This design comes from an exercise in tuning for small area and a short achievable clock period on the open sky130 flow, not from production work. Where RTL was checked, it was by simulation tests only, not by an equivalence proof against the original. Power is estimated from default activity; no workload was simulated.

## rvs192_core
module 	rvs192_core
(
	input 					clk,
							rst_n,
	output	logic	[31:0]	imem_addr,
	input 			[31:0]	imem_rdata,
	input 					imem_stall,
	output	logic	[31:0]	dmem_addr,
							dmem_wdata,
	output	logic	[2:0]	dmem_size,
	output	logic			dmem_read,
							dmem_write,
	input 			[31:0]	dmem_rdata,
	input 					dmem_stall
);
export LEC_CHECK = 0
export CAP_MARGIN = 20
export CORE_MARGIN = 2
export CORE_UTILIZATION = 70
export CTS_CLUSTER_DIAMETER = 60
export CTS_CLUSTER_SIZE = 25
export PLACE_DENSITY = 0.8
export SLEW_MARGIN = 20
create_clock -name core_clock -period 12.0 [get_ports {clk}]
standard.sh (not shown) runs the stock make flow with config.mk's settings and CLKGATE_MAP_FILE= SYNTH_SCRIPT=/design/flow/synth_recipe.tcl, a recipe that flattens the netlist after the stock synthesis.
==> flow/flow/run.sh <==
#!/bin/bash
# Standard layout (the standard.sh: standard synthesis, floorplan, power grid,
# placement, CTS, routing) with two changes:
#  - port buffers are buf_2 cells instead of the default delay buffer;
#  - timing repair aims for setup slack of SETUP_MARGIN ns at the design's
#    clock period, so the repair steps work on the paths that set the achieved
#    period (the constraints themselves are unchanged).
set -euo pipefail
SETUP_MARGIN=${SETUP_MARGIN:-8.6}
bash standard.sh "SETUP_SLACK_MARGIN=${SETUP_MARGIN}" \
  "BUFFER_PORTS_ARGS=-buffer_cell sky130_fd_sc_hd__buf_2" \
  finish > make_finish.log 2>&1
Then changed:
- CTS_CLUSTER_DIAMETER: 60 -> default
- CTS_CLUSTER_SIZE: 25 -> default
Setup slack gets worse by 0.0066 ns.
Final area rose by 7.1%.
Power grows by 27%.
Critical path depth stays the same.
Hold slack is worse by 0.017 ns.
Synthesized cell count does not change.
Cell count increases by 4.8%.
Clock-buffer cell count came out higher by 76.
Clock power rises by 80%.
Area after synthesis stays the same.
Then changed:
--- a/flow/flow/run.sh
+++ b/flow/flow/run.sh
@@ -9 +9 @@
-SETUP_MARGIN=${SETUP_MARGIN:-8.6}
+SETUP_MARGIN=${SETUP_MARGIN:-8.45}
@@ -11 +11 @@
-  "BUFFER_PORTS_ARGS=-buffer_cell sky130_fd_sc_hd__buf_2" \
+  "BUFFER_PORTS_ARGS=-buffer_cell sky130_fd_sc_hd__buf_1" \
- CTS_CLUSTER_DIAMETER: default -> 60
- CTS_CLUSTER_SIZE: default -> 25
Result: The new run ran to the end with no violations. Synthesized area does not change. Hold slack improves by 0.013 ns. Utilization is lower by 7.7 points. Clock skew decreases by 0.0063 ns. First-iteration DRC count fell by well over a third. Die area stays the same. Sequential power stays flat.

Another version of the RTL of rvs192_core (not shown whole).
Size in the first run: roughly 1100 flip-flops, ~170 I/O pins, about 28000 um^2 of cells after synthesis.
## rvs192_core
module 	rvs192_core
(
	input 					clk,
							rst_n,
	output	logic	[31:0]	imem_addr,
	input 			[31:0]	imem_rdata,
	input 					imem_stall,
	output	logic	[31:0]	dmem_addr,
							dmem_wdata,
	output	logic	[2:0]	dmem_size,
	output	logic			dmem_read,
							dmem_write,
	input 			[31:0]	dmem_rdata,
	input 					dmem_stall
);
Settings: LEC_CHECK=0, CAP_MARGIN=20, CORE_MARGIN=2, CORE_UTILIZATION=40, CTS_BUF_LIST=sky130_fd_sc_hd__clkbuf_4 sky130_fd_sc_hd__clkbuf_8, CTS_CLUSTER_SIZE=30, PLACE_DENSITY=0.6, SLEW_MARGIN=20; clock period 12.0 ns.
run.sh (not shown) runs the stock make flow with config.mk's settings and CLKGATE_MAP_FILE= SYNTH_SCRIPT=/design/flow/synth_recipe.tcl, a recipe that flattens the netlist after the stock synthesis.
Stock flow here: none of the scripts above is used.
Change:
- CTS_BUF_LIST: sky130_fd_sc_hd__clkbuf_4 sky130_fd_sc_hd__clkbuf_8 -> not set
- CTS_CLUSTER_SIZE: 30 -> not set
The changed run passed the timing, design-rule and antenna checks.
Global-route usage drops by 0.31 points.
Design area barely changes.
Maximum frequency is higher by about 3.5%.
No functional check of the RTL was part of any run of this note.

job 4811:
Another version of the RTL of rvs192_core (not shown whole).
Size in the first run: roughly 1700 cells after synthesis, ~1100 flip-flops.
export LEC_CHECK = 0
export CAP_MARGIN = 20
export CORE_MARGIN = 2
export CORE_UTILIZATION = 85
export CTS_CLUSTER_DIAMETER = 60
export CTS_CLUSTER_SIZE = 25
export PLACE_DENSITY = 0.9
export SLEW_MARGIN = 20
create_clock -name core_clock -period 12.0 [get_ports {clk}]
standard.sh (not shown) runs the stock make flow with config.mk's settings and CLKGATE_MAP_FILE= SYNTH_SCRIPT=/design/flow/synth_recipe.tcl, a recipe that flattens the netlist after the stock synthesis.
==> flow/flow/run.sh <==
#!/bin/bash
# Standard layout (the standard.sh: standard synthesis, floorplan, power grid,
# placement, CTS, routing) with two changes:
#  - port buffers are buf_2 cells instead of the default delay buffer;
#  - timing repair aims for setup slack of SETUP_MARGIN ns at the design's
#    clock period, so the repair steps work on the paths that set the achieved
#    period (the constraints themselves are unchanged).
set -euo pipefail
SETUP_MARGIN=${SETUP_MARGIN:-8.45}
bash standard.sh "SETUP_SLACK_MARGIN=${SETUP_MARGIN}" \
  "BUFFER_PORTS_ARGS=-buffer_cell sky130_fd_sc_hd__buf_1" \
  finish > make_finish.log 2>&1
For job 4811, the flow was terminated by a tool error in 3_5_place_dp and produced no final design.
Modified inputs, job 5584 compared to job 4811
- PLACE_DENSITY now 0.8, was 0.9
- CORE_UTILIZATION now 70, was 85
--- a/flow/flow/run.sh
+++ b/flow/flow/run.sh
@@ -3,2 +3,2 @@
-# placement, CTS, routing) with two changes:
-#  - port buffers are buf_2 cells instead of the default delay buffer;
+# placement, CTS, routing) with these changes:
+#  - port buffers are buf_1 cells instead of the default delay buffer;
@@ -7 +7,2 @@
-#    period (the constraints themselves are unchanged).
+#    period (the constraints themselves are unchanged);
+#  - clock tree: clustered sinks, clkbuf_8 sink buffers, no dummy loads.
@@ -9,0 +11,3 @@
+CTS="-sink_clustering_enable -repair_clock_nets -sink_clustering_size 20 -sink_clustering_max_diameter 50"
+CTS="$CTS -dont_use_dummy_load -root_buf sky130_fd_sc_hd__clkbuf_16 -sink_clustering_buffer sky130_fd_sc_hd__clkbuf_8"
+CTS="$CTS -buf_list {sky130_fd_sc_hd__clkbuf_8 sky130_fd_sc_hd__clkbuf_16}"
@@ -11,0 +16 @@
+  "CTS_ARGS=${CTS}" "RECOVER_POWER=100" \
Results
Nothing crashed in job 5584 and all stages finished; the problem is that the final layout failed, the offending checks being capacitance limit, slew limit.
From job 4811 to job 5584 the numbers moved as follows: count of unique library cells instantiated by Yosys has remained practically unchanged, height of the chip has increased, synthesized instance count has remained practically unchanged, weighted congestion at the end of routability-driven global placement has decreased, total half-perimeter wirelength after legalization and detailed placement has decreased.
What job 1468 does differently from job 5584 at the input level:
==> flow/flow/run.sh <==
#!/bin/bash
# Standard layout (the standard.sh: standard synthesis, floorplan, power grid,
# placement, CTS, routing) with two changes:
#  - port buffers are buf_2 cells instead of the default delay buffer;
#  - timing repair aims for setup slack of SETUP_MARGIN ns at the design's
#    clock period, so the repair steps work on the paths that set the achieved
#    period (the constraints themselves are unchanged).
set -euo pipefail
SETUP_MARGIN=${SETUP_MARGIN:-8.45}
bash standard.sh "SETUP_SLACK_MARGIN=${SETUP_MARGIN}" \
  "BUFFER_PORTS_ARGS=-buffer_cell sky130_fd_sc_hd__buf_1" \
  finish > make_finish.log 2>&1
Final checks on job 5584, whose flow otherwise completed, came back failing, citing capacitance limit, slew limit.
Per the final summary, job 1468 finished and its layout is clean on timing, DRC and antenna.
Job 1468 against job 5584: share of the clock period used by the worst path after layout lost 1.8 points, first-iteration DRC count up 226, routed wire length on met3 picked up an extra 290 um.
[inputs] job 6254 vs job 1468
--- a/flow/flow/run.sh
+++ b/flow/flow/run.sh
@@ -3,2 +3,2 @@
-# placement, CTS, routing) with two changes:
-#  - port buffers are buf_2 cells instead of the default delay buffer;
+# placement, CTS, routing) with these changes:
+#  - port buffers are buf_1 cells instead of the default delay buffer;
@@ -7 +7,2 @@
-#    period (the constraints themselves are unchanged).
+#    period (the constraints themselves are unchanged);
+#  - clock tree: clustered sinks, clkbuf_8 sink buffers, no dummy loads.
@@ -9,0 +11,3 @@
+CTS="-sink_clustering_enable -repair_clock_nets -sink_clustering_size 20 -sink_clustering_max_diameter 50"
+CTS="$CTS -dont_use_dummy_load -root_buf sky130_fd_sc_hd__clkbuf_16 -sink_clustering_buffer sky130_fd_sc_hd__clkbuf_8"
+CTS="$CTS -buf_list {sky130_fd_sc_hd__clkbuf_8 sky130_fd_sc_hd__clkbuf_16}"
@@ -11,0 +16 @@
+  "CTS_ARGS=${CTS}" \
## What came out
- Job 1468: flow completed, timing, DRC and antenna clean
- Job 6254 has completed all stages; timing, DRC and antenna checks passed.
- The higher fraction of the cycle the final worst path needs came out of job 1468.
- Taking job 1468 as 1.0, job 6254 lands at 1.3 on number of CTS-inserted buffers.
- Summary: wire length, job 6254 better than job 1468
- Compared with job 1468, via count in job 6254 decreased by a few percent.
- Compared to job 1468, job 6254 leaves more free space in the core.
- Job 6254 vs job 1468, via count of the first global-routing pass went down by 615.
--- input diff job 6254..job 1384 ---
- ABC_AREA: unset -> 1
==> flow/flow/run.sh <==
#!/bin/bash
# Standard layout (the standard.sh: standard synthesis, floorplan, power grid,
# placement, CTS, routing) with two changes:
#  - port buffers are buf_2 cells instead of the default delay buffer;
#  - timing repair aims for setup slack of SETUP_MARGIN ns at the design's
#    clock period, so the repair steps work on the paths that set the achieved
#    period (the constraints themselves are unchanged).
set -euo pipefail
SETUP_MARGIN=${SETUP_MARGIN:-8.45}
bash standard.sh "SETUP_SLACK_MARGIN=${SETUP_MARGIN}" \
  "BUFFER_PORTS_ARGS=-buffer_cell sky130_fd_sc_hd__buf_1" \
  finish > make_finish.log 2>&1
Notes after the runs:
- | synthesized area | job 6254 vs job 1384 | ≈ equal |
- In job 1384 the maximum vdd drop turned out about 18% higher than in job 6254.
- [job 1384] share of layout cells above drive strength 1 rose 0.55 points relative to job 6254
- Job 1384 completed every stage of the flow, and the final layout passed the timing, design-rule and antenna checks.
- | sequential portion of the cell area | higher: job 6254 |
- Side by side, number of cells on the worst reg-to-reg path turned out lower in job 1384 than in job 6254.
- Core util | job 1384 vs job 6254 | job 1384 higher

==> port drivers added, routing unchanged <==
Ports are ideal in the flow. The routed layouts listed here were re-timed in OpenROAD. Step 1, drivers: a clkbuf_16 drives clk and a buf_2 each remaining input, both assumed. Step 2, shift: input delay + t, output delay - t, t = (earliest + latest rising clock arrival at the registers) / 2. This alone moves slack from input paths to output paths. a / b / c = ideal ports / drivers / drivers and shift; a / b = the first two.
run	t, ns	setup WS [ns]	worst setup path after step 2	worst slew at a driven data input, ns
the first run of note 1	0.680	8.418 / 8.360 / 8.334	input to register	0.10
the second run of note 1	0.683	8.411 / 8.355 / 8.092	input to register	0.08
the third run of note 1	0.678	8.407 / 8.353 / 8.388	input to register	0.08
the first run of note 2	0.821	7.693 / 7.642 / 7.984	register to register	0.10
the second run of note 2	0.691	7.837 / 7.783 / 8.032	register to register	0.09
job 5584	0.602	8.225 / 8.255 / 7.653	input to register	0.07
job 1468	0.673	8.444 / 8.390 / 8.531	input to register	0.07
job 6254	0.599	8.492 / 8.440 / 8.538	register to register	0.07
job 1384	0.699	8.414 / 8.356 / 8.391	input to register	0.08
The setup slack of job 5584, which loses most, moves by +0.030 ns with the drivers and by -0.572 ns with both steps.
